Background: an optimization exercise with open tools, aiming at small area and a short achievable clock period. Do not read the settings as production practice.
No run shown here included a check of the RTL's function; only the layout flow was run.
Power and IR drop assume default switching activity.

**design/flow/config.mk**
```make
export PLATFORM = sky130hd
export DESIGN_NAME = lampFPU_FMA
export DESIGN_NICKNAME = lampFPU_FMA
export VERILOG_FILES = /design/flow/design.v
export SDC_FILE = /design/flow/constraint.sdc
export NUM_CORES = 4
export LEC_CHECK = 0
export CAP_MARGIN = 20
export CORE_MARGIN = 2
export CORE_UTILIZATION = 40
export SETUP_SLACK_MARGIN = 3
export SLEW_MARGIN = 20
```
**design/flow/constraint.sdc**
```tcl
create_clock -name core_clock -period 10.0 [get_ports {clk}]
set_input_delay 2.0000 -clock core_clock [delete_from_list [all_inputs] [get_ports {clk}]]
set_output_delay 2.0000 -clock core_clock [all_outputs]
set_load 0.01 [all_outputs]
```
**design/flow/run.sh**
```bash
#!/bin/bash
# synth_recipe.tcl (not shown) runs the flow's synth.tcl, then flattens the netlist and writes it again
# the make line also repeats each setting of config.mk as NAME=value (left out here)
make -C /OpenROAD-flow-scripts/flow DESIGN_CONFIG=/design/flow/config.mk WORK_HOME=/design/flow/orfs CLKGATE_MAP_FILE= SYNTH_SCRIPT=/design/flow/synth_recipe.tcl finish
```
**design/flow/design.v**
```verilog
package FPU_pkg;
    parameter F_LENGHT=16;
    parameter F_SIGN=1;
    parameter F_MANT=7;
    parameter F_EXP= 8;
    parameter F_EXP_BIAS=(2 ** (F_EXP-1))-1;
    parameter EXP_MAX= (2**F_EXP)-1;
    parameter INF_E_F			=	15'b111111110000000;  
	parameter SNAN_E_F			=	15'b111111110111111;  
	parameter QNAN_E_F			=	15'b111111111000000;  
	parameter ZERO_E_F			=	15'b000000000000000;  
endpackage 
import FPU_pkg::*;
module lampFPU_FMA( clk,rst,
sign_op1_i,mant_op1_i,exp_op1_i,isZ_op1_i,isInf_op1_i, isSNAN_op1_i, isQNAN_op1_i,
sign_op2_i,mant_op2_i,exp_op2_i,isZ_op2_i,isInf_op2_i, isSNAN_op2_i, isQNAN_op2_i,
sign_op3_i,mant_op3_i,exp_op3_i,isInf_op3_i, isSNAN_op3_i, isQNAN_op3_i,
doFMU_i,is_mult_sub_i,is_add_sub_i,  
res_sign_o,res_mant_o, res_exp_o,
is_Overflow_o,is_Underflow_o,is_to_round_o,valid_o
);
input clk,rst;
input [F_SIGN-1:0]          sign_op1_i;
input [(F_MANT-1)+1:0]      mant_op1_i;  
input [(F_EXP-1)+1:0]       exp_op1_i;
input                       isZ_op1_i;
input						isInf_op1_i;
input						isSNAN_op1_i;
input						isQNAN_op1_i;
input [F_SIGN-1:0]          sign_op2_i;
input [(F_MANT-1)+1:0]      mant_op2_i;  
input [(F_EXP-1)+1:0]       exp_op2_i;
input                       isZ_op2_i;
input						isInf_op2_i;
input						isSNAN_op2_i;
input						isQNAN_op2_i;
input [F_SIGN-1:0]          sign_op3_i;
input [(F_MANT-1)+1:0]      mant_op3_i;  
input [(F_EXP+1)-1:0]       exp_op3_i;
input						isInf_op3_i;
input						isSNAN_op3_i;
input						isQNAN_op3_i;
input                       doFMU_i;
input                       is_mult_sub_i;
input                       is_add_sub_i;
output logic [F_SIGN-1:0]          res_sign_o;
output logic [5+(F_MANT-1):0]      res_mant_o;  
output logic [F_EXP-1:0]           res_exp_o;
output logic                       is_Overflow_o;
output logic                       is_Underflow_o;
output logic                       is_to_round_o;
output logic                       valid_o;
	function automatic logic[3:0] FUNC_calcInfNanRes (
				input isMultSub_i, input isOpSub_i,
				input isZero_op1_i, isInf_op1_i,  input isSNan_op1_i, input isQNan_op1_i,
				input isZero_op2_i, isInf_op2_i,  input isSNan_op2_i, input isQNan_op2_i,
				input sign_mult_i,input sign_op3_i,
				input isInf_op3_i, input isSNan_op3_i, input isQNan_op3_i
			);
		logic realMult_sign,realOp3_sign;
		logic isNan_op1;
		logic isNan_op2;
		logic isNan_op3;
		logic isValidRes, isInfRes, isNanRes, signRes;
		isNan_op1 = isSNan_op1_i || isQNan_op1_i;
		isNan_op2 = isSNan_op2_i || isQNan_op2_i;
		isNan_op3 = isSNan_op3_i || isQNan_op3_i;
		isNanRes = 0; isInfRes = 0; signRes = 0;
		realMult_sign   = sign_mult_i ^ isMultSub_i;
		realOp3_sign 	= sign_op3_i ^ isOpSub_i;
		isValidRes 		= (isZero_op1_i|| isZero_op2_i ||isInf_op1_i || isInf_op2_i ||isInf_op3_i|| isNan_op1 || isNan_op2||isNan_op3) ? 1 : 0;
		if (isNan_op1)
		begin  
			isInfRes = 0; isNanRes = 1; signRes = sign_mult_i;
		end
		else if (isNan_op2)
		begin
			isInfRes = 0; isNanRes = 1; signRes = sign_mult_i;
		end
		else if (isNan_op3)
		begin
			isInfRes = 0; isNanRes = 1; signRes = sign_op3_i;
		end
		else  
		begin
			case({isZero_op1_i,isZero_op2_i,isInf_op1_i,isInf_op2_i,realMult_sign,realOp3_sign,isInf_op3_i})
			     7'b00_00_00_0:begin isNanRes = 0; isInfRes = 0; signRes = 0;   end
			     7'b00_00_00_1:begin isNanRes = 0; isInfRes = 1; signRes = 0;   end
			     7'b00_00_01_0:begin isNanRes = 0; isInfRes = 0; signRes = 0;   end
			     7'b00_00_01_1:begin isNanRes = 0; isInfRes = 1; signRes = 1;   end
			     7'b00_00_10_0:begin isNanRes = 0; isInfRes = 0; signRes = 0;   end
			     7'b00_00_10_1:begin isNanRes = 0; isInfRes = 1; signRes = 1;   end
			     7'b00_00_11_0:begin isNanRes = 0; isInfRes = 0; signRes = 0;   end
			     7'b00_00_11_1:begin isNanRes = 0; isInfRes = 1; signRes = 0;   end
			     7'b00_01_00_0:begin isNanRes = 0; isInfRes = 1; signRes = 0;   end
			     7'b00_01_00_1:begin isNanRes = 0; isInfRes = 1; signRes = 0;   end
			     7'b00_01_01_0:begin isNanRes = 0; isInfRes = 1; signRes = 0;   end
			     7'b00_01_01_1:begin isNanRes = 1; isInfRes = 0; signRes = 1;   end
			     7'b00_01_10_0:begin isNanRes = 0; isInfRes = 1; signRes = 1;   end
			     7'b00_01_10_1:begin isNanRes = 1; isInfRes = 0; signRes = 1;   end
			     7'b00_01_11_0:begin isNanRes = 0; isInfRes = 1; signRes = 1;   end
			     7'b00_01_11_1:begin isNanRes = 0; isInfRes = 1; signRes = 1;   end
			     7'b00_10_00_0:begin isNanRes = 0; isInfRes = 1; signRes = 0;   end
			     7'b00_10_00_1:begin isNanRes = 0; isInfRes = 1; signRes = 0;   end
			     7'b00_10_01_0:begin isNanRes = 0; isInfRes = 1; signRes = 0;   end
			     7'b00_10_01_1:begin isNanRes = 1; isInfRes = 0; signRes = 1;   end
				 7'b00_10_10_0:begin isNanRes = 0; isInfRes = 1; signRes = 1;   end
			     7'b00_10_10_1:begin isNanRes = 1; isInfRes = 0; signRes = 1;   end
			     7'b00_10_11_0:begin isNanRes = 0; isInfRes = 1; signRes = 1;   end
			     7'b00_10_11_1:begin isNanRes = 0; isInfRes = 1; signRes = 1;   end
			     7'b00_11_00_0:begin isNanRes = 0; isInfRes = 1; signRes = 0;   end
			     7'b00_11_00_1:begin isNanRes = 0; isInfRes = 1; signRes = 0;   end
			     7'b00_11_01_0:begin isNanRes = 0; isInfRes = 1; signRes = 0;   end			     
			     7'b00_11_01_1:begin isNanRes = 1; isInfRes = 0; signRes = 1;   end
			     7'b00_11_10_0:begin isNanRes = 0; isInfRes = 1; signRes = 1;   end
			     7'b00_11_10_1:begin isNanRes = 1; isInfRes = 0; signRes = 1;   end
			     7'b00_11_11_0:begin isNanRes = 0; isInfRes = 1; signRes = 1;   end
			     7'b00_11_11_1:begin isNanRes = 0; isInfRes = 1; signRes = 1;   end
			     7'b01_00_00_0:begin isNanRes = 0; isInfRes = 0; signRes = 0;   end
			     7'b01_00_00_1:begin isNanRes = 0; isInfRes = 1; signRes = 0;   end
			     7'b01_00_01_0:begin isNanRes = 0; isInfRes = 0; signRes = 1;   end
			     7'b01_00_01_1:begin isNanRes = 0; isInfRes = 1; signRes = 1;   end
			     7'b01_00_10_0:begin isNanRes = 0; isInfRes = 0; signRes = 0;   end
			     7'b01_00_10_1:begin isNanRes = 0; isInfRes = 1; signRes = 0;   end
			     7'b01_00_11_0:begin isNanRes = 0; isInfRes = 0; signRes = 1;   end
			     7'b01_00_11_1:begin isNanRes = 0; isInfRes = 1; signRes = 1;   end
			     7'b01_01_00_0:begin isNanRes = 1; isInfRes = 0; signRes = 0;   end
			     7'b01_01_00_1:begin isNanRes = 1; isInfRes = 0; signRes = 0;   end
			     7'b01_01_01_0:begin isNanRes = 1; isInfRes = 0; signRes = 1;   end
			     7'b01_01_01_1:begin isNanRes = 0; isInfRes = 0; signRes = 1;   end
			     7'b01_01_10_0:begin isNanRes = 1; isInfRes = 0; signRes = 1;   end
			     7'b01_01_10_1:begin isNanRes = 1; isInfRes = 0; signRes = 0;   end
			     7'b01_01_11_1:begin isNanRes = 1; isInfRes = 0; signRes = 1;   end
			     7'b01_10_00_0:begin isNanRes = 1; isInfRes = 0; signRes = 0;   end
			     7'b01_10_00_1:begin isNanRes = 1; isInfRes = 0; signRes = 0;   end
			     7'b01_10_01_0:begin isNanRes = 1; isInfRes = 0; signRes = 1;   end
			     7'b01_10_01_1:begin isNanRes = 1; isInfRes = 0; signRes = 1;   end
			     7'b01_10_10_0:begin isNanRes = 1; isInfRes = 0; signRes = 1;   end
			     7'b01_10_10_1:begin isNanRes = 1; isInfRes = 0; signRes = 1;   end
			     7'b01_10_11_0:begin isNanRes = 1; isInfRes = 0; signRes = 1;   end
			     7'b01_10_11_1:begin isNanRes = 1; isInfRes = 0; signRes = 1;   end
			     7'b01_11_00_0:begin isNanRes = 1; isInfRes = 0; signRes = 0;   end
			     7'b01_11_00_1:begin isNanRes = 1; isInfRes = 0; signRes = 0;   end
			     7'b01_11_01_0:begin isNanRes = 1; isInfRes = 0; signRes = 1;   end
			     7'b01_11_01_1:begin isNanRes = 1; isInfRes = 0; signRes = 1;   end
			     7'b01_11_10_0:begin isNanRes = 1; isInfRes = 0; signRes = 1;   end
			     7'b01_11_10_1:begin isNanRes = 1; isInfRes = 0; signRes = 1;   end
			     7'b01_11_11_1:begin isNanRes = 1; isInfRes = 0; signRes = 1;   end
			     7'b10_00_00_0:begin isNanRes = 0; isInfRes = 0; signRes = 0;   end
			     7'b10_00_00_1:begin isNanRes = 0; isInfRes = 1; signRes = 0;   end
			     7'b10_00_01_0:begin isNanRes = 0; isInfRes = 0; signRes = 1;   end
			     7'b10_00_01_1:begin isNanRes = 0; isInfRes = 1; signRes = 1;   end
			     7'b10_00_10_0:begin isNanRes = 0; isInfRes = 0; signRes = 0;   end
			     7'b10_00_10_1:begin isNanRes = 0; isInfRes = 1; signRes = 0;   end
			     7'b10_00_11_0:begin isNanRes = 0; isInfRes = 0; signRes = 1;   end
			     7'b10_00_11_1:begin isNanRes = 0; isInfRes = 1; signRes = 1;   end
			     7'b10_01_00_0:begin isNanRes = 1; isInfRes = 0; signRes = 0;   end
			     7'b10_01_00_1:begin isNanRes = 1; isInfRes = 0; signRes = 0;   end
			     7'b10_01_01_0:begin isNanRes = 1; isInfRes = 0; signRes = 1;   end
			     7'b10_01_01_1:begin isNanRes = 1; isInfRes = 0; signRes = 1;   end
			     7'b10_01_10_0:begin isNanRes = 1; isInfRes = 0; signRes = 1;   end
			     7'b10_01_10_1:begin isNanRes = 1; isInfRes = 0; signRes = 1;   end
			     7'b10_01_11_0:begin isNanRes = 1; isInfRes = 0; signRes = 1;   end
			     7'b10_01_11_1:begin isNanRes = 1; isInfRes = 0; signRes = 1;   end
			     7'b10_10_00_0:begin isNanRes = 1; isInfRes = 0; signRes = 0;   end
			     7'b10_10_00_1:begin isNanRes = 1; isInfRes = 0; signRes = 0;   end
			     7'b10_10_01_0:begin isNanRes = 1; isInfRes = 0; signRes = 1;   end
			     7'b10_10_01_1:begin isNanRes = 1; isInfRes = 0; signRes = 1;   end
			     7'b10_10_10_0:begin isNanRes = 1; isInfRes = 0; signRes = 1;   end
			     7'b10_10_10_1:begin isNanRes = 1; isInfRes = 0; signRes = 1;   end
			     7'b10_10_11_0:begin isNanRes = 1; isInfRes = 0; signRes = 1;   end
			     7'b10_10_11_1:begin isNanRes = 1; isInfRes = 0; signRes = 1;   end
			     7'b10_11_00_0:begin isNanRes = 1; isInfRes = 0; signRes = 0;   end
			     7'b10_11_00_1:begin isNanRes = 1; isInfRes = 0; signRes = 0;   end
			     7'b10_11_01_0:begin isNanRes = 1; isInfRes = 0; signRes = 1;   end
			     7'b10_11_01_1:begin isNanRes = 1; isInfRes = 0; signRes = 1;   end
			     7'b10_11_10_0:begin isNanRes = 1; isInfRes = 0; signRes = 1;   end
			     7'b10_11_10_1:begin isNanRes = 1; isInfRes = 0; signRes = 1;   end
			     7'b10_11_11_0:begin isNanRes = 1; isInfRes = 0; signRes = 1;   end
			     7'b10_11_11_1:begin isNanRes = 1; isInfRes = 0; signRes = 1;   end
			     7'b11_00_00_0:begin isNanRes = 0; isInfRes = 0; signRes = 0;   end
			     7'b11_00_00_1:begin isNanRes = 0; isInfRes = 1; signRes = 0;   end
			     7'b11_00_01_0:begin isNanRes = 0; isInfRes = 0; signRes = 1;   end
			     7'b11_00_01_1:begin isNanRes = 0; isInfRes = 1; signRes = 1;   end
			     7'b11_00_10_0:begin isNanRes = 0; isInfRes = 0; signRes = 0;   end
			     7'b11_00_10_1:begin isNanRes = 0; isInfRes = 1; signRes = 0;   end
			     7'b11_00_11_0:begin isNanRes = 0; isInfRes = 0; signRes = 1;   end
			     7'b11_00_11_1:begin isNanRes = 0; isInfRes = 1; signRes = 1;   end
			     7'b11_01_00_0:begin isNanRes = 1; isInfRes = 0; signRes = 0;   end
			     7'b11_01_00_1:begin isNanRes = 1; isInfRes = 0; signRes = 0;   end
			     7'b11_01_01_0:begin isNanRes = 1; isInfRes = 0; signRes = 1;   end
			     7'b11_01_01_1:begin isNanRes = 1; isInfRes = 0; signRes = 1;   end
			     7'b11_01_10_0:begin isNanRes = 1; isInfRes = 0; signRes = 1;   end
			     7'b11_01_10_1:begin isNanRes = 1; isInfRes = 0; signRes = 1;   end
			     7'b11_01_11_0:begin isNanRes = 1; isInfRes = 0; signRes = 1;   end
			     7'b11_01_11_1:begin isNanRes = 1; isInfRes = 0; signRes = 1;   end
			     7'b11_10_00_0:begin isNanRes = 1; isInfRes = 0; signRes = 0;   end
			     7'b11_10_00_1:begin isNanRes = 1; isInfRes = 0; signRes = 0;   end
			     7'b11_10_01_0:begin isNanRes = 1; isInfRes = 0; signRes = 1;   end
			     7'b11_10_01_1:begin isNanRes = 1; isInfRes = 0; signRes = 1;   end
			     7'b11_10_10_0:begin isNanRes = 1; isInfRes = 0; signRes = 1;   end
			     7'b11_10_10_1:begin isNanRes = 1; isInfRes = 0; signRes = 1;   end
			     7'b11_10_11_1:begin isNanRes = 1; isInfRes = 0; signRes = 1;   end
			     7'b11_11_00_0:begin isNanRes = 1; isInfRes = 0; signRes = 0;   end
			     7'b11_11_00_1:begin isNanRes = 1; isInfRes = 0; signRes = 0;   end
			     7'b11_11_01_0:begin isNanRes = 1; isInfRes = 0; signRes = 1;   end
			     7'b11_11_01_1:begin isNanRes = 1; isInfRes = 0; signRes = 1;   end
			     7'b11_11_10_0:begin isNanRes = 1; isInfRes = 0; signRes = 1;   end
			     7'b11_11_10_1:begin isNanRes = 1; isInfRes = 0; signRes = 1;   end
			     7'b11_11_11_0:begin isNanRes = 1; isInfRes = 0; signRes = 1;   end
			     7'b11_11_11_1:begin isNanRes = 1; isInfRes = 0; signRes = 1;   end
			endcase
		end
		FUNC_calcInfNanRes = {isValidRes, isInfRes, isNanRes, signRes};
	endfunction    
logic [15:0] prod;
logic [8:0]  exp_prod;
logic signed [10:0] align;       
logic        op3_only;           
logic        mult_sign, do_sub;
logic [23:0] op3_al;
logic [8:0]  exp_pre;
logic        chk_valid, chk_inf, chk_nan, chk_sign, chk_spec;
logic [15:0] prod_r;             
logic [23:0] op3_r;              
logic        sub_r;              
logic        exp_gt_r;           
logic        exp_eq_r;           
logic [7:0]  exp_r;
logic        sign_gt_r, sign_le_r;   
logic        force_ff_r, nan_r, ovf_r, noround_r, valid_r;
logic        rst_r;              
always_comb begin
    mult_sign = sign_op1_i ^ sign_op2_i;
    prod      = mant_op1_i * mant_op2_i;
    exp_prod  = exp_op1_i + exp_op2_i - 9'd127;
    align     = $signed({2'b0, exp_prod}) - $signed({2'b0, exp_op3_i}) + 11'sd9;
    op3_only  = align < 0;
    if (op3_only)
        op3_al = {9'b0, mant_op3_i, 7'b0};
    else if (align > 23)
        op3_al = '0;
    else
        op3_al = {mant_op3_i, 16'b0} >> align[4:0];
    do_sub    = sign_op1_i ^ sign_op2_i ^ sign_op3_i ^ is_mult_sub_i ^ is_add_sub_i;
    exp_pre   = op3_only ? exp_op3_i : exp_prod;
    {chk_valid, chk_inf, chk_nan, chk_sign} = FUNC_calcInfNanRes(
        is_mult_sub_i, is_add_sub_i,
        isZ_op1_i, isInf_op1_i, isSNAN_op1_i, isQNAN_op1_i,
        isZ_op2_i, isInf_op2_i, isSNAN_op2_i, isQNAN_op2_i,
        mult_sign, sign_op3_i,
        isInf_op3_i, isSNAN_op3_i, isQNAN_op3_i);
    chk_spec  = chk_inf | chk_nan;
end
always_ff @(posedge clk) begin
    rst_r      <= rst;
    prod_r     <= op3_only ? 16'b0 : prod;
    op3_r      <= op3_al ^ {24{do_sub & ~op3_only}};
    sub_r      <= do_sub & ~op3_only;
    exp_gt_r   <= align > 9;
    exp_eq_r   <= align == 9;
    exp_r      <= exp_pre[7:0];
    sign_gt_r  <= chk_spec ? chk_sign : (mult_sign ^ is_mult_sub_i);
    sign_le_r  <= chk_spec ? chk_sign : (sign_op3_i ^ is_add_sub_i);
    force_ff_r <= chk_spec | exp_pre[8];
    nan_r      <= chk_nan & ~chk_inf;
    ovf_r      <= ~chk_spec & exp_pre[8];
    noround_r  <= chk_spec | chk_valid;
    valid_r    <= doFMU_i;
end
logic        mult_gt;
logic [24:0] add_a, add_b, add_p, add_g, grp_g, grp_p, carry, sum;
logic [31:0] n0, n1, n2, n3, n4, n5;
logic [4:0]  lz;
logic        sum_zero;
logic signed [9:0] exp_adj;
logic        unf;
logic [11:0] mant_n;
logic [7:0]  exp_n;
always_comb begin
    mult_gt = exp_gt_r | (exp_eq_r & (prod_r[14:7] > (op3_r[14:7] ^ {8{sub_r}})));
    add_a = {9'b0, prod_r};
    add_b = {sub_r, op3_r};
    add_p = add_a ^ add_b;
    add_g = add_a & add_b;
    grp_g = add_g;
    grp_p = add_p;
    for (int l = 0; l < 5; l++)
        for (int i = 0; i < 25; i++)
            if ((i >> l) & 1) begin
                grp_g[i] = grp_g[i] | (grp_p[i] & grp_g[((i >> l) << l) - 1]);
                grp_p[i] = grp_p[i] & grp_p[((i >> l) << l) - 1];
            end
    carry[0] = sub_r & mult_gt;
    for (int i = 1; i < 25; i++)
        carry[i] = grp_g[i-1] | (sub_r & mult_gt & grp_p[i-1]);
    sum = add_p ^ carry ^ {sub_r & mult_gt, {24{sub_r & ~mult_gt}}};
    n0 = {sum[23:0], 8'b0};
    lz[4] = ~|n0[31:16]; n1 = lz[4] ? {n0[15:0], 16'b0} : n0;
    lz[3] = ~|n1[31:24]; n2 = lz[3] ? {n1[23:0], 8'b0}  : n1;
    lz[2] = ~|n2[31:28]; n3 = lz[2] ? {n2[27:0], 4'b0}  : n2;
    lz[1] = ~|n3[31:30]; n4 = lz[1] ? {n3[29:0], 2'b0}  : n3;
    lz[0] = ~n4[31];     n5 = lz[0] ? {n4[30:0], 1'b0}  : n4;
    sum_zero = ~n5[31];
    exp_adj  = sum_zero ? $signed({2'b0, exp_r}) : $signed({2'b0, exp_r}) + 10'sd9 - $signed({5'b0, lz});
    unf      = exp_adj < 0;
    mant_n   = {sum[24] & (lz == 5'd0), n5[31:22], |n5[21:17]};
    exp_n    = unf ? 8'b0 : exp_adj[7:0];
end
always_ff @(posedge clk) begin
    if (rst | rst_r) begin
        res_sign_o     <= 1'b0;
        res_mant_o     <= '0;
        res_exp_o      <= '0;
        is_Overflow_o  <= 1'b0;
        is_Underflow_o <= 1'b0;
        is_to_round_o  <= ~rst;
        valid_o        <= 1'b0;
    end else begin
        res_sign_o     <= mult_gt ? sign_gt_r : sign_le_r;
        res_mant_o     <= force_ff_r ? {nan_r, 11'b0} : mant_n;
        res_exp_o      <= force_ff_r ? 8'hff : exp_n;
        is_Overflow_o  <= ovf_r;
        is_Underflow_o <= ~force_ff_r & unf;
        is_to_round_o  <= ~noround_r;
        valid_o        <= valid_r;
    end
end
endmodule
```
==> impl_metrics.env, run 1 <==
export IMPL_seq_area_frac_synth_pct=16.83
export IMPL_cts_tree="yes"
export IMPL_rsz0062_at_grt="no"
export IMPL_yosys_warnings=1
export IMPL_cp_common_cell="ha_1"
export IMPL_fin_crit_ns=6.581
export IMPL_r2r_start="prod_r[1]"
export IMPL_worstPathRequired_ns=10.24
export IMPL_synth_area_um2=9995
export IMPL_hold_ws_ns=0.4105
export IMPL_nNetsFinal=1499
export IMPL_via_per_inst=5.358
export IMPL_remaining_drc_errors=0
export IMPL_slowest_stage="a211o_1"
export IMPL_nFillCells=2437
export IMPL_yosys_top_cells_area="dfxtp_1 17%, ha_1 13%, fa_1 8.0%, xnor2_1 7.6%, nor2_1 4.2%"
export IMPL_critPathLaunchType="flop"
export IMPL_timing_critical_path_to_type="flop"
export IMPL_die_width_um=162.1
export IMPL_grt_pass1_vias=8344
export IMPL_yosys_area_share_simple_pct=19.72
export IMPL_syn_to_final_growth_pct=16.66
export IMPL_intPower_mw=1.970
export IMPL_critPathMaxStageDelay_ns=0.47
export IMPL_grt_antenna_before_repair=0
export IMPL_cts_buffers=9
export IMPL_synthMuxAreaShare_pct=4.957
export IMPL_drv_cap=0
export IMPL_cp_max_fo=12
export IMPL_ys_ff_latch=84
export IMPL_grt_pass1_wl_mm=42.98
export IMPL_ant_nets=0
export IMPL_drt_iter0_drc=541
export IMPL_n_antenna_cell=0
export IMPL_clock_skew_ns=0.01234
export IMPL_hold_end="is_to_round_o"
export IMPL_power_ir_vdd_worst_mv=0.2252
export IMPL_status="no timing/DRC/antenna violations"
export IMPL_wire_per_inst_um=16.12
export IMPL_grt_overflow=0
export IMPL_drt_first_pass_iters=5
export IMPL_switching_share_pct=51.27
export IMPL_synthCells=1216
export IMPL_path_class="reg -> reg"
export IMPL_path_cells="ha_1, a21oi_4, o21ai_4, a211o_1, a221o_1, o21ai_2, mux2i_1, nand4b_4, o31ai_2, a2111o_1, a211oi_4, a21o_1, o21ai_4, ha_1, ha_1, fa_1, a21o_1, a21oi_1, nor2b_1, o21ai_0, nand2b_1, a21boi_4, o311ai_0, o311a_1"
export IMPL_synthXorXnorAreaFrac_pct=9.977
export IMPL_rr_worst_depth=24
export IMPL_synthAdderAreaFrac_pct=20.78
export IMPL_synth_top_family_by_area="compound AO/OA/AOI/OAI gates"
export IMPL_hold_path_class="reg -> reg"
export IMPL_num_vias=8658
export IMPL_cts_root_buffer="clkbuf_16"
export IMPL_row_count=57
export IMPL_grt_max_degree=34
export IMPL_die_area_um2=26270
export IMPL_whs_path_depth=1
export IMPL_yosysUniqueCellTypes=100
export IMPL_timing_rr_end="res_exp_o[5]"
export IMPL_arrival_ns=6.82
export IMPL_worstHoldStart="noround_r"
export IMPL_hpwl_mm=21.34
export IMPL_insertion_delay_ns=0.34
export IMPL_crit_family="compound AO/OA/AOI/OAI gates"
export IMPL_syn_num_nets=1428
export IMPL_drv_slew=0
export IMPL_synth_async_sr_flop_share_pct=0
export IMPL_io_pins=95
export IMPL_period_share_pct=65.81
export IMPL_p_comb_share_pct=77.9
export IMPL_dp_worst_setup_slack_ns=2.396
export IMPL_start_util_pct=40.98
export IMPL_synth_edf_count=0
export IMPL_total_power_mw=4.042
export IMPL_cts_max_path_buffers=2
export IMPL_powerDensity_nw_per_um2=346.7
export IMPL_synth_top_area_share_pct=16.83
export IMPL_cts_htree_levels=3
export IMPL_setup_violations=0
export IMPL_fin_ws_ns=3.419
export IMPL_switching_power_mw=2.073
export IMPL_drive_above_1_share_pct=7.585
export IMPL_gr_usage_all_layers_pct=20.06
export IMPL_hold_violations=0
export IMPL_place_port_buffers=94
export IMPL_pwr_share_clk_pct=9.1
export IMPL_clk_pin_slew_ns=0.07
export IMPL_tightest_slew_ns=0.9196
export IMPL_wirelength_mm=26.05
export IMPL_max_freq_mhz=152.0
export IMPL_synth_compound_area_share_pct=20.81
export IMPL_r2r_slack_ns=3.42
export IMPL_path_buf_inv=0
export IMPL_power_frac_seq_pct=13.0
export IMPL_core_um2=24390
export IMPL_p_leak_nw=5.065
export IMPL_yosysTopAreaCell="dfxtp_1"
export IMPL_syn_area_per_cell_um2=8.219
export IMPL_synth_ff_type="dfxtp_1"
export IMPL_max_slew_margin_pct=38.25
export IMPL_finalWeightedCongestion=0.9036
export IMPL_clock_sinks=84
export IMPL_die_h_um=162.1
export IMPL_setup_tns_ns=0
==> layout make-up <==
cell class	count	area, µm²	share of cell area (%)
timing repair buffer	114	1130	9.690
sequential	84	1685	14.45
inverter	110	415.4	3.563
clock buffer	9	225.2	1.932
multi-input combinational	968	7694	65.98
tap	324	405.4	3.477
clock inverter	7	105.1	0.9014
==> cell usage after synthesis, types with 5 or more instances <==
library cell / number
a21oi_1: 66
ha_1: 102
nor4_1: 6
clkbuf_1: 31
and2_1: 48
nand4_1: 8
mux2_2: 7
buf_2: 8
buf_6: 6
nand2_1: 96
xnor2_1: 87
nor2b_1: 16
a211o_1: 5
mux2i_1: 36
or3_1: 7
a31oi_1: 19
a21boi_0: 7
a2111oi_0: 6
and3_1: 10
xor2_1: 18
nand2b_1: 11
fa_1: 40
o31ai_1: 5
nor2_1: 112
o311a_1: 5
a21o_1: 23
o21a_1: 7
nand3_1: 10
a211oi_1: 9
o21ai_0: 41
o21bai_1: 8
dfxtp_1: 84
o211ai_1: 11
buf_4: 5
nor3_1: 32
inv_1: 107
==> routing by layer <==
metal  up-vias  wire [µm]  global-route usage (%)
li1       4386          -                       -
met1      4063      13000                   28.32
met2       174      11930                   33.33
met3        35        683                   1.634
met4         0        428                   4.747
met5         -          0                       0
==> how the worst max path moves through the flow <==
| stage | start | to | slack, ns | depth (start not counted) |
|---|---|---|---|---|
| after floorplan | sub_r | res_exp_o[5] | 3.55 | 30 |
| after global placement | sub_r | res_exp_o[5] | 2.58 | 26 |
| after detailed placement | sub_r | res_exp_o[5] | 2.40 | 26 |
| after CTS | sub_r | res_exp_o[5] | 3.02 | 28 |
| after global routing | sub_r | res_exp_o[5] | 3.00 | 26 |
| final | prod_r[1] | res_exp_o[5] | 3.42 | 24 |
==> power groups by stage <==
stage / clock network (mW) / logic [mW] / registers, mW
final: 0.369 / 3.15 / 0.524
after floorplan: 0 / 2.42 / 0.466
after global placement: 0 / 2.96 / 0.528
after global routing: 0.388 / 3.49 / 0.535
after CTS: 0.375 / 3.00 / 0.522
after detailed placement: 0 / 2.97 / 0.529
==> worst register-to-register path, cell delays in order, from the launching register on <==
cell	delay (ns)
dfxtp_1	0.31
ha_1	0.43
a21oi_4	0.29
o21ai_4	0.12
a211o_1	0.47
a221o_1	0.47
o21ai_2	0.22
mux2i_1	0.39
nand4b_4	0.25
o31ai_2	0.10
a2111o_1	0.47
a211oi_4	0.36
a21o_1	0.24
o21ai_4	0.15
ha_1	0.23
ha_1	0.21
fa_1	0.41
a21o_1	0.19
a21oi_1	0.16
nor2b_1	0.08
o21ai_0	0.14
nand2b_1	0.14
a21boi_4	0.30
o311ai_0	0.18
o311a_1	0.17
==> flip-flops by register name (all words and copies together) (netlist names), 8 cells and up <==
name and count:
res_exp_o 8, op3_r 24, res_mant_o 12, exp_r 8
prod_r 16
==> kinds of logic (layout without fill, tap and decap cells) <==
logic type / Yosys count / in the layout
compound gates: 285 / 285
xor+xnor: 109 / 109
fa+ha+maj: 142 / 142
buf+inv: 164 / 240
flops: 84 / 84
mux: 46 / 46
simple gates: 386 / 386
==> timing repair <==
action / 4_1_cts / 5_1_grt
resized for setup: 4 / 22
setup buffers: 2 / 12
pin swaps: 1 / 5
hold buffers: 0 / 0
setup endpoints to repair: 9 / 12
==> metrics by stage <==
step / cells / utilization [%] / cell area [µm²]
final: 1616 / 47.80 / 11660
after global routing: 1616 / 47.80 / 11660
after CTS: 1604 / 47.03 / 11470
after detailed placement: 1586 / 45.55 / 11110
after global placement: 1586 / 45.55 / 11110
after floorplan: 1216 / - / 9995
==> cell usage in the layout (no fill, tap or decap), types with 6 or more instances in the layout <==
cell type        instances
nand4_1                  8
nand2_1                 96
dfxtp_1                 83
nand2b_1                11
mux2_2                   7
nand3_1                 10
o21ai_0                 41
a21oi_1                 66
ha_1                   102
xnor2_1                 86
o21bai_1                 8
buf_4                   18
fa_1                    40
o21a_1                   7
or3_1                    7
nor2b_1                 15
a21o_1                  23
a31oi_1                 19
nor2_1                 112
clkdlybuf4s50_1         85
a211oi_1                 9
dlymetal6s2s_1           9
nor4_1                   6
o211ai_1                11
nor3_1                  31
and2_1                  48
xor2_1                  17
inv_1                  107
mux2i_1                 36
and3_1                   9
a21boi_0                 6
clkbuf_16                9
==> run 2: changes to the inputs <==
--- a/design/flow/design.v
+++ b/design/flow/design.v
@@ -215,5 +215,22 @@
 	endfunction    
-logic [15:0] prod;
-logic [8:0]  exp_prod;
-logic signed [10:0] align;       
+function automatic logic [32:0] FUNC_ksAdd(input logic [31:0] a, input logic [31:0] b, input logic cin);
+    logic [31:0] g, p, gg, pp;
+    g  = a & b;
+    p  = a ^ b;
+    gg = g;
+    pp = p;
+    gg[0] = g[0] | (p[0] & cin);
+    for (int d = 1; d < 32; d = d * 2)
+        for (int i = 31; i >= d; i--) begin
+            gg[i] = gg[i] | (pp[i] & gg[i-d]);
+            pp[i] = pp[i] & pp[i-d];
+        end
+    FUNC_ksAdd = {gg[31], p ^ {gg[30:0], cin}};
+endfunction
+logic [83:0] dd_w;               
+logic [15:0] prod_s, prod_c;     
+logic [32:0] exp_sum, align_sum, e9_prod, e9_op3;
+logic [11:0] exp_a, exp_b, exp_c;
+logic [11:0] align;              
+logic [8:0]  exp_prod;           
 logic        op3_only;           
@@ -221,5 +238,4 @@
 logic [23:0] op3_al;
-logic [8:0]  exp_pre;
 logic        chk_valid, chk_inf, chk_nan, chk_sign, chk_spec;
-logic [15:0] prod_r;             
+logic [15:0] prod_s_r, prod_c_r;     
 logic [23:0] op3_r;              
@@ -228,15 +244,135 @@
 logic        exp_eq_r;           
-logic [7:0]  exp_r;
+logic [8:0]  exp9_r;             
 logic        sign_gt_r, sign_le_r;   
 logic        force_ff_r, nan_r, ovf_r, noround_r, valid_r;
-logic        rst_r;              
 always_comb begin
     mult_sign = sign_op1_i ^ sign_op2_i;
-    prod      = mant_op1_i * mant_op2_i;
-    exp_prod  = exp_op1_i + exp_op2_i - 9'd127;
-    align     = $signed({2'b0, exp_prod}) - $signed({2'b0, exp_op3_i}) + 11'sd9;
-    op3_only  = align < 0;
+    dd_w[0] = (mant_op1_i[0] & mant_op2_i[6]) ^ (mant_op1_i[1] & mant_op2_i[5]);
+    dd_w[1] = (mant_op1_i[0] & mant_op2_i[6]) & (mant_op1_i[1] & mant_op2_i[5]);
+    dd_w[2] = (mant_op1_i[0] & mant_op2_i[7]) ^ (mant_op1_i[1] & mant_op2_i[6]) ^ (mant_op1_i[2] & mant_op2_i[5]);
+    dd_w[3] = ((mant_op1_i[0] & mant_op2_i[7]) & (mant_op1_i[1] & mant_op2_i[6])) | ((mant_op1_i[0] & mant_op2_i[7]) & (mant_op1_i[2] & mant_op2_i[5])) | ((mant_op1_i[1] & mant_op2_i[6]) & (mant_op1_i[2] & mant_op2_i[5]));
+    dd_w[4] = (mant_op1_i[3] & mant_op2_i[4]) ^ (mant_op1_i[4] & mant_op2_i[3]);
+    dd_w[5] = (mant_op1_i[3] & mant_op2_i[4]) & (mant_op1_i[4] & mant_op2_i[3]);
+    dd_w[6] = (mant_op1_i[1] & mant_op2_i[7]) ^ (mant_op1_i[2] & mant_op2_i[6]) ^ (mant_op1_i[3] & mant_op2_i[5]);
+    dd_w[7] = ((mant_op1_i[1] & mant_op2_i[7]) & (mant_op1_i[2] & mant_op2_i[6])) | ((mant_op1_i[1] & mant_op2_i[7]) & (mant_op1_i[3] & mant_op2_i[5])) | ((mant_op1_i[2] & mant_op2_i[6]) & (mant_op1_i[3] & mant_op2_i[5]));
+    dd_w[8] = (mant_op1_i[4] & mant_op2_i[4]) ^ (mant_op1_i[5] & mant_op2_i[3]);
+    dd_w[9] = (mant_op1_i[4] & mant_op2_i[4]) & (mant_op1_i[5] & mant_op2_i[3]);
+    dd_w[10] = (mant_op1_i[2] & mant_op2_i[7]) ^ (mant_op1_i[3] & mant_op2_i[6]) ^ (mant_op1_i[4] & mant_op2_i[5]);
+    dd_w[11] = ((mant_op1_i[2] & mant_op2_i[7]) & (mant_op1_i[3] & mant_op2_i[6])) | ((mant_op1_i[2] & mant_op2_i[7]) & (mant_op1_i[4] & mant_op2_i[5])) | ((mant_op1_i[3] & mant_op2_i[6]) & (mant_op1_i[4] & mant_op2_i[5]));
+    dd_w[12] = (mant_op1_i[0] & mant_op2_i[4]) ^ (mant_op1_i[1] & mant_op2_i[3]);
+    dd_w[13] = (mant_op1_i[0] & mant_op2_i[4]) & (mant_op1_i[1] & mant_op2_i[3]);
+    dd_w[14] = (mant_op1_i[0] & mant_op2_i[5]) ^ (mant_op1_i[1] & mant_op2_i[4]) ^ (mant_op1_i[2] & mant_op2_i[3]);
+    dd_w[15] = ((mant_op1_i[0] & mant_op2_i[5]) & (mant_op1_i[1] & mant_op2_i[4])) | ((mant_op1_i[0] & mant_op2_i[5]) & (mant_op1_i[2] & mant_op2_i[3])) | ((mant_op1_i[1] & mant_op2_i[4]) & (mant_op1_i[2] & mant_op2_i[3]));
+    dd_w[16] = (mant_op1_i[3] & mant_op2_i[2]) ^ (mant_op1_i[4] & mant_op2_i[1]);
+    dd_w[17] = (mant_op1_i[3] & mant_op2_i[2]) & (mant_op1_i[4] & mant_op2_i[1]);
+    dd_w[18] = (mant_op1_i[2] & mant_op2_i[4]) ^ (mant_op1_i[3] & mant_op2_i[3]) ^ (mant_op1_i[4] & mant_op2_i[2]);
+    dd_w[19] = ((mant_op1_i[2] & mant_op2_i[4]) & (mant_op1_i[3] & mant_op2_i[3])) | ((mant_op1_i[2] & mant_op2_i[4]) & (mant_op1_i[4] & mant_op2_i[2])) | ((mant_op1_i[3] & mant_op2_i[3]) & (mant_op1_i[4] & mant_op2_i[2]));
+    dd_w[20] = (mant_op1_i[5] & mant_op2_i[1]) ^ (mant_op1_i[6] & mant_op2_i[0]) ^ dd_w[0];
+    dd_w[21] = ((mant_op1_i[5] & mant_op2_i[1]) & (mant_op1_i[6] & mant_op2_i[0])) | ((mant_op1_i[5] & mant_op2_i[1]) & dd_w[0]) | ((mant_op1_i[6] & mant_op2_i[0]) & dd_w[0]);
+    dd_w[22] = (mant_op1_i[5] & mant_op2_i[2]) ^ (mant_op1_i[6] & mant_op2_i[1]) ^ (mant_op1_i[7] & mant_op2_i[0]);
+    dd_w[23] = ((mant_op1_i[5] & mant_op2_i[2]) & (mant_op1_i[6] & mant_op2_i[1])) | ((mant_op1_i[5] & mant_op2_i[2]) & (mant_op1_i[7] & mant_op2_i[0])) | ((mant_op1_i[6] & mant_op2_i[1]) & (mant_op1_i[7] & mant_op2_i[0]));
+    dd_w[24] = dd_w[2] ^ dd_w[4] ^ dd_w[1];
+    dd_w[25] = (dd_w[2] & dd_w[4]) | (dd_w[2] & dd_w[1]) | (dd_w[4] & dd_w[1]);
+    dd_w[26] = (mant_op1_i[6] & mant_op2_i[2]) ^ (mant_op1_i[7] & mant_op2_i[1]) ^ dd_w[6];
+    dd_w[27] = ((mant_op1_i[6] & mant_op2_i[2]) & (mant_op1_i[7] & mant_op2_i[1])) | ((mant_op1_i[6] & mant_op2_i[2]) & dd_w[6]) | ((mant_op1_i[7] & mant_op2_i[1]) & dd_w[6]);
+    dd_w[28] = dd_w[8] ^ dd_w[3] ^ dd_w[5];
+    dd_w[29] = (dd_w[8] & dd_w[3]) | (dd_w[8] & dd_w[5]) | (dd_w[3] & dd_w[5]);
+    dd_w[30] = (mant_op1_i[5] & mant_op2_i[4]) ^ (mant_op1_i[6] & mant_op2_i[3]) ^ (mant_op1_i[7] & mant_op2_i[2]);
+    dd_w[31] = ((mant_op1_i[5] & mant_op2_i[4]) & (mant_op1_i[6] & mant_op2_i[3])) | ((mant_op1_i[5] & mant_op2_i[4]) & (mant_op1_i[7] & mant_op2_i[2])) | ((mant_op1_i[6] & mant_op2_i[3]) & (mant_op1_i[7] & mant_op2_i[2]));
+    dd_w[32] = dd_w[10] ^ dd_w[7] ^ dd_w[9];
+    dd_w[33] = (dd_w[10] & dd_w[7]) | (dd_w[10] & dd_w[9]) | (dd_w[7] & dd_w[9]);
+    dd_w[34] = (mant_op1_i[3] & mant_op2_i[7]) ^ (mant_op1_i[4] & mant_op2_i[6]) ^ (mant_op1_i[5] & mant_op2_i[5]);
+    dd_w[35] = ((mant_op1_i[3] & mant_op2_i[7]) & (mant_op1_i[4] & mant_op2_i[6])) | ((mant_op1_i[3] & mant_op2_i[7]) & (mant_op1_i[5] & mant_op2_i[5])) | ((mant_op1_i[4] & mant_op2_i[6]) & (mant_op1_i[5] & mant_op2_i[5]));
+    dd_w[36] = (mant_op1_i[6] & mant_op2_i[4]) ^ (mant_op1_i[7] & mant_op2_i[3]) ^ dd_w[11];
+    dd_w[37] = ((mant_op1_i[6] & mant_op2_i[4]) & (mant_op1_i[7] & mant_op2_i[3])) | ((mant_op1_i[6] & mant_op2_i[4]) & dd_w[11]) | ((mant_op1_i[7] & mant_op2_i[3]) & dd_w[11]);
+    dd_w[38] = (mant_op1_i[4] & mant_op2_i[7]) ^ (mant_op1_i[5] & mant_op2_i[6]) ^ (mant_op1_i[6] & mant_op2_i[5]);
+    dd_w[39] = ((mant_op1_i[4] & mant_op2_i[7]) & (mant_op1_i[5] & mant_op2_i[6])) | ((mant_op1_i[4] & mant_op2_i[7]) & (mant_op1_i[6] & mant_op2_i[5])) | ((mant_op1_i[5] & mant_op2_i[6]) & (mant_op1_i[6] & mant_op2_i[5]));
+    dd_w[40] = (mant_op1_i[0] & mant_op2_i[3]) ^ (mant_op1_i[1] & mant_op2_i[2]);
+    dd_w[41] = (mant_op1_i[0] & mant_op2_i[3]) & (mant_op1_i[1] & mant_op2_i[2]);
+    dd_w[42] = (mant_op1_i[2] & mant_op2_i[2]) ^ (mant_op1_i[3] & mant_op2_i[1]) ^ (mant_op1_i[4] & mant_op2_i[0]);
+    dd_w[43] = ((mant_op1_i[2] & mant_op2_i[2]) & (mant_op1_i[3] & mant_op2_i[1])) | ((mant_op1_i[2] & mant_op2_i[2]) & (mant_op1_i[4] & mant_op2_i[0])) | ((mant_op1_i[3] & mant_op2_i[1]) & (mant_op1_i[4] & mant_op2_i[0]));
+    dd_w[44] = (mant_op1_i[5] & mant_op2_i[0]) ^ dd_w[14] ^ dd_w[16];
+    dd_w[45] = ((mant_op1_i[5] & mant_op2_i[0]) & dd_w[14]) | ((mant_op1_i[5] & mant_op2_i[0]) & dd_w[16]) | (dd_w[14] & dd_w[16]);
+    dd_w[46] = dd_w[18] ^ dd_w[20] ^ dd_w[15];
+    dd_w[47] = (dd_w[18] & dd_w[20]) | (dd_w[18] & dd_w[15]) | (dd_w[20] & dd_w[15]);
+    dd_w[48] = dd_w[22] ^ dd_w[24] ^ dd_w[19];
+    dd_w[49] = (dd_w[22] & dd_w[24]) | (dd_w[22] & dd_w[19]) | (dd_w[24] & dd_w[19]);
+    dd_w[50] = dd_w[26] ^ dd_w[28] ^ dd_w[23];
+    dd_w[51] = (dd_w[26] & dd_w[28]) | (dd_w[26] & dd_w[23]) | (dd_w[28] & dd_w[23]);
+    dd_w[52] = dd_w[30] ^ dd_w[32] ^ dd_w[27];
+    dd_w[53] = (dd_w[30] & dd_w[32]) | (dd_w[30] & dd_w[27]) | (dd_w[32] & dd_w[27]);
+    dd_w[54] = dd_w[34] ^ dd_w[36] ^ dd_w[31];
+    dd_w[55] = (dd_w[34] & dd_w[36]) | (dd_w[34] & dd_w[31]) | (dd_w[36] & dd_w[31]);
+    dd_w[56] = (mant_op1_i[7] & mant_op2_i[4]) ^ dd_w[38] ^ dd_w[35];
+    dd_w[57] = ((mant_op1_i[7] & mant_op2_i[4]) & dd_w[38]) | ((mant_op1_i[7] & mant_op2_i[4]) & dd_w[35]) | (dd_w[38] & dd_w[35]);
+    dd_w[58] = (mant_op1_i[5] & mant_op2_i[7]) ^ (mant_op1_i[6] & mant_op2_i[6]) ^ (mant_op1_i[7] & mant_op2_i[5]);
+    dd_w[59] = ((mant_op1_i[5] & mant_op2_i[7]) & (mant_op1_i[6] & mant_op2_i[6])) | ((mant_op1_i[5] & mant_op2_i[7]) & (mant_op1_i[7] & mant_op2_i[5])) | ((mant_op1_i[6] & mant_op2_i[6]) & (mant_op1_i[7] & mant_op2_i[5]));
+    dd_w[60] = (mant_op1_i[0] & mant_op2_i[2]) ^ (mant_op1_i[1] & mant_op2_i[1]);
+    dd_w[61] = (mant_op1_i[0] & mant_op2_i[2]) & (mant_op1_i[1] & mant_op2_i[1]);
+    dd_w[62] = (mant_op1_i[2] & mant_op2_i[1]) ^ (mant_op1_i[3] & mant_op2_i[0]) ^ dd_w[40];
+    dd_w[63] = ((mant_op1_i[2] & mant_op2_i[1]) & (mant_op1_i[3] & mant_op2_i[0])) | ((mant_op1_i[2] & mant_op2_i[1]) & dd_w[40]) | ((mant_op1_i[3] & mant_op2_i[0]) & dd_w[40]);
+    dd_w[64] = dd_w[12] ^ dd_w[42] ^ dd_w[41];
+    dd_w[65] = (dd_w[12] & dd_w[42]) | (dd_w[12] & dd_w[41]) | (dd_w[42] & dd_w[41]);
+    dd_w[66] = dd_w[13] ^ dd_w[44] ^ dd_w[43];
+    dd_w[67] = (dd_w[13] & dd_w[44]) | (dd_w[13] & dd_w[43]) | (dd_w[44] & dd_w[43]);
+    dd_w[68] = dd_w[17] ^ dd_w[46] ^ dd_w[45];
+    dd_w[69] = (dd_w[17] & dd_w[46]) | (dd_w[17] & dd_w[45]) | (dd_w[46] & dd_w[45]);
+    dd_w[70] = dd_w[21] ^ dd_w[48] ^ dd_w[47];
+    dd_w[71] = (dd_w[21] & dd_w[48]) | (dd_w[21] & dd_w[47]) | (dd_w[48] & dd_w[47]);
+    dd_w[72] = dd_w[25] ^ dd_w[50] ^ dd_w[49];
+    dd_w[73] = (dd_w[25] & dd_w[50]) | (dd_w[25] & dd_w[49]) | (dd_w[50] & dd_w[49]);
+    dd_w[74] = dd_w[29] ^ dd_w[52] ^ dd_w[51];
+    dd_w[75] = (dd_w[29] & dd_w[52]) | (dd_w[29] & dd_w[51]) | (dd_w[52] & dd_w[51]);
+    dd_w[76] = dd_w[33] ^ dd_w[54] ^ dd_w[53];
+    dd_w[77] = (dd_w[33] & dd_w[54]) | (dd_w[33] & dd_w[53]) | (dd_w[54] & dd_w[53]);
+    dd_w[78] = dd_w[37] ^ dd_w[56] ^ dd_w[55];
+    dd_w[79] = (dd_w[37] & dd_w[56]) | (dd_w[37] & dd_w[55]) | (dd_w[56] & dd_w[55]);
+    dd_w[80] = dd_w[39] ^ dd_w[58] ^ dd_w[57];
+    dd_w[81] = (dd_w[39] & dd_w[58]) | (dd_w[39] & dd_w[57]) | (dd_w[58] & dd_w[57]);
+    dd_w[82] = (mant_op1_i[6] & mant_op2_i[7]) ^ (mant_op1_i[7] & mant_op2_i[6]) ^ dd_w[59];
+    dd_w[83] = ((mant_op1_i[6] & mant_op2_i[7]) & (mant_op1_i[7] & mant_op2_i[6])) | ((mant_op1_i[6] & mant_op2_i[7]) & dd_w[59]) | ((mant_op1_i[7] & mant_op2_i[6]) & dd_w[59]);
+    prod_s[0] = (mant_op1_i[0] & mant_op2_i[0]);
+    prod_c[0] = 1'b0;
+    prod_s[1] = (mant_op1_i[0] & mant_op2_i[1]);
+    prod_c[1] = (mant_op1_i[1] & mant_op2_i[0]);
+    prod_s[2] = (mant_op1_i[2] & mant_op2_i[0]);
+    prod_c[2] = dd_w[60];
+    prod_s[3] = dd_w[62];
+    prod_c[3] = dd_w[61];
+    prod_s[4] = dd_w[64];
+    prod_c[4] = dd_w[63];
+    prod_s[5] = dd_w[66];
+    prod_c[5] = dd_w[65];
+    prod_s[6] = dd_w[68];
+    prod_c[6] = dd_w[67];
+    prod_s[7] = dd_w[70];
+    prod_c[7] = dd_w[69];
+    prod_s[8] = dd_w[72];
+    prod_c[8] = dd_w[71];
+    prod_s[9] = dd_w[74];
+    prod_c[9] = dd_w[73];
+    prod_s[10] = dd_w[76];
+    prod_c[10] = dd_w[75];
+    prod_s[11] = dd_w[78];
+    prod_c[11] = dd_w[77];
+    prod_s[12] = dd_w[80];
+    prod_c[12] = dd_w[79];
+    prod_s[13] = dd_w[82];
+    prod_c[13] = dd_w[81];
+    prod_s[14] = (mant_op1_i[7] & mant_op2_i[7]);
+    prod_c[14] = dd_w[83];
+    prod_s[15] = 1'b0;
+    prod_c[15] = 1'b0;
+    exp_sum  = FUNC_ksAdd({23'b0, exp_op1_i}, {23'b0, exp_op2_i} + 32'd385, 1'b0);
+    exp_prod = exp_sum[8:0];
+    exp_a = {3'b0, exp_op1_i};
+    exp_b = {3'b0, exp_op2_i};
+    exp_c = ~{3'b0, exp_op3_i};
+    align_sum = FUNC_ksAdd({20'b0, exp_a ^ exp_b ^ exp_c},
+                           {20'b0, ((exp_a & exp_b) | (exp_a & exp_c) | (exp_b & exp_c)), 1'b0} + 32'd395, 1'b0);
+    align = {align_sum[11:9] - {1'b0, exp_sum[10:9]}, align_sum[8:0]};
+    op3_only = align[11];
     if (op3_only)
         op3_al = {9'b0, mant_op3_i, 7'b0};
-    else if (align > 23)
+    else if (align > 12'd23)
         op3_al = '0;
@@ -244,4 +380,5 @@
         op3_al = {mant_op3_i, 16'b0} >> align[4:0];
-    do_sub    = sign_op1_i ^ sign_op2_i ^ sign_op3_i ^ is_mult_sub_i ^ is_add_sub_i;
-    exp_pre   = op3_only ? exp_op3_i : exp_prod;
+    do_sub  = sign_op1_i ^ sign_op2_i ^ sign_op3_i ^ is_mult_sub_i ^ is_add_sub_i;
+    e9_prod = FUNC_ksAdd({24'b0, exp_prod[7:0]}, 32'd9, 1'b0);
+    e9_op3  = FUNC_ksAdd({24'b0, exp_op3_i[7:0]}, 32'd9, 1'b0);
     {chk_valid, chk_inf, chk_nan, chk_sign} = FUNC_calcInfNanRes(
@@ -255,19 +392,38 @@
 always_ff @(posedge clk) begin
-    rst_r      <= rst;
-    prod_r     <= op3_only ? 16'b0 : prod;
-    op3_r      <= op3_al ^ {24{do_sub & ~op3_only}};
-    sub_r      <= do_sub & ~op3_only;
-    exp_gt_r   <= align > 9;
-    exp_eq_r   <= align == 9;
-    exp_r      <= exp_pre[7:0];
-    sign_gt_r  <= chk_spec ? chk_sign : (mult_sign ^ is_mult_sub_i);
-    sign_le_r  <= chk_spec ? chk_sign : (sign_op3_i ^ is_add_sub_i);
-    force_ff_r <= chk_spec | exp_pre[8];
-    nan_r      <= chk_nan & ~chk_inf;
-    ovf_r      <= ~chk_spec & exp_pre[8];
-    noround_r  <= chk_spec | chk_valid;
-    valid_r    <= doFMU_i;
+    if (rst) begin
+        prod_s_r   <= '0;
+        prod_c_r   <= '0;
+        op3_r      <= '0;
+        sub_r      <= 1'b0;
+        exp_gt_r   <= 1'b0;
+        exp_eq_r   <= 1'b0;
+        exp9_r     <= '0;
+        sign_gt_r  <= 1'b0;
+        sign_le_r  <= 1'b0;
+        force_ff_r <= 1'b0;
+        nan_r      <= 1'b0;
+        ovf_r      <= 1'b0;
+        noround_r  <= 1'b0;
+        valid_r    <= 1'b0;
+    end else begin
+        prod_s_r   <= op3_only ? 16'b0 : prod_s;
+        prod_c_r   <= op3_only ? 16'b0 : prod_c;
+        op3_r      <= op3_al ^ {24{do_sub & ~op3_only}};
+        sub_r      <= do_sub & ~op3_only;
+        exp_gt_r   <= ~align[11] & (align > 12'd9);
+        exp_eq_r   <= align == 12'd9;
+        exp9_r     <= (op3_only ? e9_op3[8:0] : e9_prod[8:0]) ^ 9'd9;
+        sign_gt_r  <= chk_spec ? chk_sign : (mult_sign ^ is_mult_sub_i);
+        sign_le_r  <= chk_spec ? chk_sign : (sign_op3_i ^ is_add_sub_i);
+        force_ff_r <= chk_spec | (op3_only ? exp_op3_i[8] : exp_prod[8]);
+        nan_r      <= chk_nan & ~chk_inf;
+        ovf_r      <= ~chk_spec & (op3_only ? exp_op3_i[8] : exp_prod[8]);
+        noround_r  <= chk_spec | chk_valid;
+        valid_r    <= doFMU_i;
+    end
 end
-logic        mult_gt;
-logic [24:0] add_a, add_b, add_p, add_g, grp_g, grp_p, carry, sum;
+logic [32:0] prod_full, cmp_sum, exp_v;
+logic [7:0]  cmp_b;
+logic        mult_gt, late_cin;
+logic [24:0] csa_s, csa_c, add_a, add_b, add_p, add_g, grp_g, grp_p, carry, sum;
 logic [31:0] n0, n1, n2, n3, n4, n5;
@@ -275,4 +431,5 @@
 logic        sum_zero;
-logic signed [9:0] exp_adj;
 logic        unf;
+logic [7:0]  exp_z;
+logic [8:0]  exp9;
 logic [11:0] mant_n;
@@ -280,5 +437,11 @@
 always_comb begin
-    mult_gt = exp_gt_r | (exp_eq_r & (prod_r[14:7] > (op3_r[14:7] ^ {8{sub_r}})));
-    add_a = {9'b0, prod_r};
-    add_b = {sub_r, op3_r};
+    prod_full = FUNC_ksAdd({16'b0, prod_s_r}, {16'b0, prod_c_r}, 1'b0);
+    cmp_b     = op3_r[14:7] ^ {8{~sub_r}};       
+    cmp_sum   = FUNC_ksAdd({24'b0, prod_full[14:7]}, {24'b0, cmp_b}, 1'b0);
+    mult_gt   = exp_gt_r | (exp_eq_r & cmp_sum[8]);
+    late_cin  = sub_r & mult_gt;
+    csa_s = {9'b0, prod_s_r} ^ {9'b0, prod_c_r} ^ {sub_r, op3_r};
+    csa_c = {({8'b0, prod_s_r} & {8'b0, prod_c_r}) | ({8'b0, prod_s_r} & op3_r[23:0]) | ({8'b0, prod_c_r} & op3_r[23:0]), 1'b0};
+    add_a = csa_s;
+    add_b = csa_c;
     add_p = add_a ^ add_b;
@@ -293,6 +456,7 @@
             end
-    carry[0] = sub_r & mult_gt;
+    carry[0] = late_cin;
     for (int i = 1; i < 25; i++)
-        carry[i] = grp_g[i-1] | (sub_r & mult_gt & grp_p[i-1]);
-    sum = add_p ^ carry ^ {sub_r & mult_gt, {24{sub_r & ~mult_gt}}};
+        carry[i] = grp_g[i-1] | (late_cin & grp_p[i-1]);
+    sum = add_p ^ carry ^ {late_cin, {24{sub_r & ~mult_gt}}};
+    sum_zero = ~|sum[23:0];
     n0 = {sum[23:0], 8'b0};
@@ -303,10 +467,11 @@
     lz[0] = ~n4[31];     n5 = lz[0] ? {n4[30:0], 1'b0}  : n4;
-    sum_zero = ~n5[31];
-    exp_adj  = sum_zero ? $signed({2'b0, exp_r}) : $signed({2'b0, exp_r}) + 10'sd9 - $signed({5'b0, lz});
-    unf      = exp_adj < 0;
+    exp9     = exp9_r ^ 9'd9;
+    exp_v    = FUNC_ksAdd({23'b0, exp9}, {22'h3fffff, 5'b11111, ~lz}, 1'b1);
+    unf      = exp_v[9];
+    exp_z    = exp9[7:0] - 8'd9;
     mant_n   = {sum[24] & (lz == 5'd0), n5[31:22], |n5[21:17]};
-    exp_n    = unf ? 8'b0 : exp_adj[7:0];
+    exp_n    = sum_zero ? exp_z : (unf ? 8'b0 : exp_v[7:0]);
 end
 always_ff @(posedge clk) begin
-    if (rst | rst_r) begin
+    if (rst) begin
         res_sign_o     <= 1'b0;
@@ -316,3 +481,3 @@
         is_Underflow_o <= 1'b0;
-        is_to_round_o  <= ~rst;
+        is_to_round_o  <= 1'b0;
         valid_o        <= 1'b0;
@@ -323,3 +488,3 @@
         is_Overflow_o  <= ovf_r;
-        is_Underflow_o <= ~force_ff_r & unf;
+        is_Underflow_o <= ~force_ff_r & ~sum_zero & unf;
         is_to_round_o  <= ~noround_r;
==> run 2 against run 1 <==
  * Combinational power increased by 7.6%
  * Critical path depth increased by 15
  * First-iteration DRC count increased by 25%
  * Global-route usage increased by 1.3 points
  * Die area increased by 5.2%
  * Clock-buffer cell count unchanged
  * Synthesized cell count increased by 6.3%
  * Hold slack got worse by 0.032 ns
  * Synthesized area increased by 5.3%
  * Design area increased by 14%
  * Via count increased by 12%
  * Final cell count increased by 10%
  * Highest routed layer unchanged
==> impl_metrics.env, run 2 <==
export IMPL_wire_per_inst_um=16.76
export IMPL_die_area_um2=27630
export IMPL_drt_first_pass_iters=6
export IMPL_max_slew_margin_pct=32.12
export IMPL_drt_iter0_drc=674
export IMPL_synth_ff_type="dfxtp_1"
export IMPL_syn_num_nets=1504
export IMPL_grt_pass1_vias=9343
export IMPL_yosys_top_cells_area="dfxtp_1 18%, fa_1 12%, ha_1 9.4%, xnor2_1 7.4%, and2_1 4.8%"
export IMPL_grt_overflow=0
export IMPL_gr_usage_all_layers_pct=21.32
export IMPL_final_area_um2=13270
export IMPL_hold_ws_ns=0.3787
export IMPL_switching_share_pct=50.43
export IMPL_cp_common_cell="o21a_1"
export IMPL_synthCells=1293
export IMPL_intPower_mw=2.129
export IMPL_drv_cap=0
export IMPL_largestRegisters="op3_r: 24 flops, prod_s_r: 15 flops, prod_c_r: 14 flops"
export IMPL_path_class="reg -> reg"
export IMPL_clock_skew_ns=0.01240
export IMPL_synth_top_area_share_pct=18.45
export IMPL_io_pins=95
export IMPL_powerDensity_nw_per_um2=323.5
export IMPL_grt_pass1_wl_mm=48.44
export IMPL_p_comb_share_pct=78.9
export IMPL_post_route_util_pct=51.08
export IMPL_power_frac_seq_pct=13.2
export IMPL_synth_most_common_cell="nor2_1"
export IMPL_max_freq_mhz=130.0
export IMPL_via_per_inst=5.434
export IMPL_syn_area_per_cell_um2=8.141
export IMPL_power_ir_vdd_worst_mv=0.2179
export IMPL_fin_ws_ns=2.308
export IMPL_drv_slew=0
export IMPL_clock_sinks=97
export IMPL_switching_power_mw=2.165
export IMPL_syn_to_final_growth_pct=26.09
export IMPL_status="no timing/DRC/antenna violations"
export IMPL_setup_violations=0
export IMPL_critPathLaunchType="flop"
export IMPL_cts_buffers=9
export IMPL_die_h_um=166.2
export IMPL_wirelength_mm=29.91
export IMPL_start_util_pct=40.51
export IMPL_remaining_drc_errors=0
export IMPL_num_vias=9695
export IMPL_row_count=59
export IMPL_dp_worst_setup_slack_ns=1.145
export IMPL_clk_pin_slew_ns=0.08
export IMPL_die_width_um=166.2
export IMPL_nNetsFinal=1655
export IMPL_slowest_stage="a211o_4"
export IMPL_ant_nets=0
export IMPL_p_leak_nw=5.590
export IMPL_setup_tns_ns=0
export IMPL_dpl_cell_area_um2=11850
export IMPL_hold_violations=0
export IMPL_grt_max_degree=33
export IMPL_dp_cells=1687
export IMPL_drive_above_1_share_pct=16.08
export IMPL_arrival_ns=7.94
export IMPL_cp_max_fo=6
export IMPL_yosysUniqueCellTypes=82
export IMPL_timing_critical_path_to_type="flop"
export IMPL_final_cell_mix="115 x nor2_1, 93 x dfxtp_1, 91 x inv_1, 91 x clkdlybuf4s50_1"
export IMPL_rsz0062_at_grt="yes"
export IMPL_total_power_mw=4.294
export IMPL_synth_area_um2=10530
export IMPL_fin_crit_ns=7.692
export IMPL_period_share_pct=76.92
export IMPL_yosys_warnings=1
export IMPL_hpwl_mm=23.05
export IMPL_seq_area_frac_synth_pct=18.45
export IMPL_critPathMaxStageDelay_ns=0.45
export IMPL_synth_async_sr_flop_share_pct=0
export IMPL_worstPathRequired_ns=10.25
export IMPL_largest_register="op3_r"
export IMPL_place_port_buffers=94
export IMPL_n_antenna_cell=0
export IMPL_core_um2=25980
export IMPL_grt_antenna_before_repair=0
export IMPL_cts_max_path_buffers=2
export IMPL_yosysTopAreaCell="dfxtp_1"
export IMPL_hold_path_class="reg -> reg"
export IMPL_cts_htree_levels=3
export IMPL_mostFrequentLayoutCell="nor2_1"
export IMPL_synth_commonest_cells="122 x nor2_1, 97 x dfxtp_1, 96 x inv_1"
export IMPL_synth_edf_count=0
export IMPL_finalWeightedCongestion=0.9416
export IMPL_cts_root_buffer="clkbuf_16"
export IMPL_cts_tree="yes"
export IMPL_largest_register_ffs=24
export IMPL_stdcell_count=1784
export IMPL_tightest_slew_ns=1.015
export IMPL_pwr_share_clk_pct=7.8
export IMPL_hold_buffers=0
export IMPL_ys_ff_latch=97
export IMPL_insertion_delay_ns=0.36
==> run 2: cell types whose count changed in the layout (fill, tap and decap cells not counted), sizes merged, moves of 18 or more <==
cell	previous run	this run
and2	48	80
ha	102	79
xor2	19	37
fa	40	62
buf	20	90
mux2i	36	18
nand3	10	35
==> run 2: power by group through the flow <==
stage	combinational [mW]	clock [mW]	sequential, mW
2_1_floorplan	2.10	0	0.556
3_3_place_gp	2.79	0	0.573
3_5_place_dp	2.77	0	0.575
4_1_cts	3.17	0.347	0.569
5_1_grt	3.69	0.362	0.582
6_report	3.39	0.335	0.569
==> run 2: cell type report <==
cell class / count / area (µm²)
Tap cell: 335 / 419.2
Fill cell: 2505 / 12710
Clock buffer: 9 / 225.2
Sequential cell: 97 / 1947
Multi-Input combinational cell: 1055 / 8612
Inverter: 98 / 371.6
Timing Repair Buffer: 183 / 1637
Clock inverter: 7 / 61.31
==> run 2: what timing repair did <==
item                                   CTS  global route
endpoints found under the hold margin    0             0
resized for setup                       68            46
pin swaps                               49            34
buffers inserted                        57            23
setup endpoints to repair               84            85
cloned                                   1             0
==> run 2: cell families after synthesis <==
family                     synth area share, %
muxes                                    2.781
xor gates and xnor gates                 10.64
DFF                                      18.45
AOI/OAI and AO/OA                        19.29
buffers and inverters                    5.325
adders and majority gates                21.18
and+or+nand+nor                          22.33
==> run 2: path summary, 6_finish.rpt <==
kind	from	endpoint	slack [ns]	cells after the start
max	prod_c_r[4]	res_exp_o[7]	2.31	39
min reg2reg	noround_r	is_to_round_o	0.38	1
max reg2reg	prod_c_r[4]	res_exp_o[7]	2.31	39
min	noround_r	is_to_round_o	0.38	1
==> run 2: critical path: cells and delay by family (launching register included) <==
kind | cells | cell delay (ns)
compound gates | 17 | 3.61
flops | 1 | 0.34
buf+inv | 4 | 0.51
simple gates | 14 | 2.30
xor+xnor | 1 | 0.09
fa+ha+maj | 3 | 0.73
==> run 2: per-layer routing <==
metal	wire length [µm]	track usage (%)	vias up
li1	-	-	4823
met1	13980	29.13	4543
met2	14100	35.49	269
met3	1118	2.383	60
met4	702	6.597	0
met5	0	0	-

-- static timing again, ports no longer ideal --
The flow's constraints put no driver on any port. The routed layouts listed below were extracted and timed again, unchanged, in two steps. Step 1, drivers: a clkbuf_16 drives clk and a buf_2 each remaining input, both assumed. Step 2, shift: input delay + t, output delay - t, t = (earliest + latest rising clock arrival at the registers) / 2. This alone moves slack from input paths to output paths. Three values: ideal ports, drivers, drivers and shift; two values: the first two.
| run | t (ns) | slack for setup (ns) | worst hold slack (ns) | clock arrival spread, ns | worst register clock-pin slew, ns |
|---|---|---|---|---|---|
| run 1 | 0.380 | 3.419 / 3.419 / 3.066 | 0.411 / 0.411 / 0.411 | 0.013 / 0.012 | 0.07 / 0.07 |
| run 2 | 0.399 | 2.308 / 2.308 / 2.308 | 0.379 / 0.379 / 0.379 | 0.013 / 0.013 | 0.08 / 0.08 |
After both steps every run listed still meets setup and hold. For run 1, which loses most, drivers alone change the setup slack by 0.000 ns; drivers and shift together by -0.353 ns.
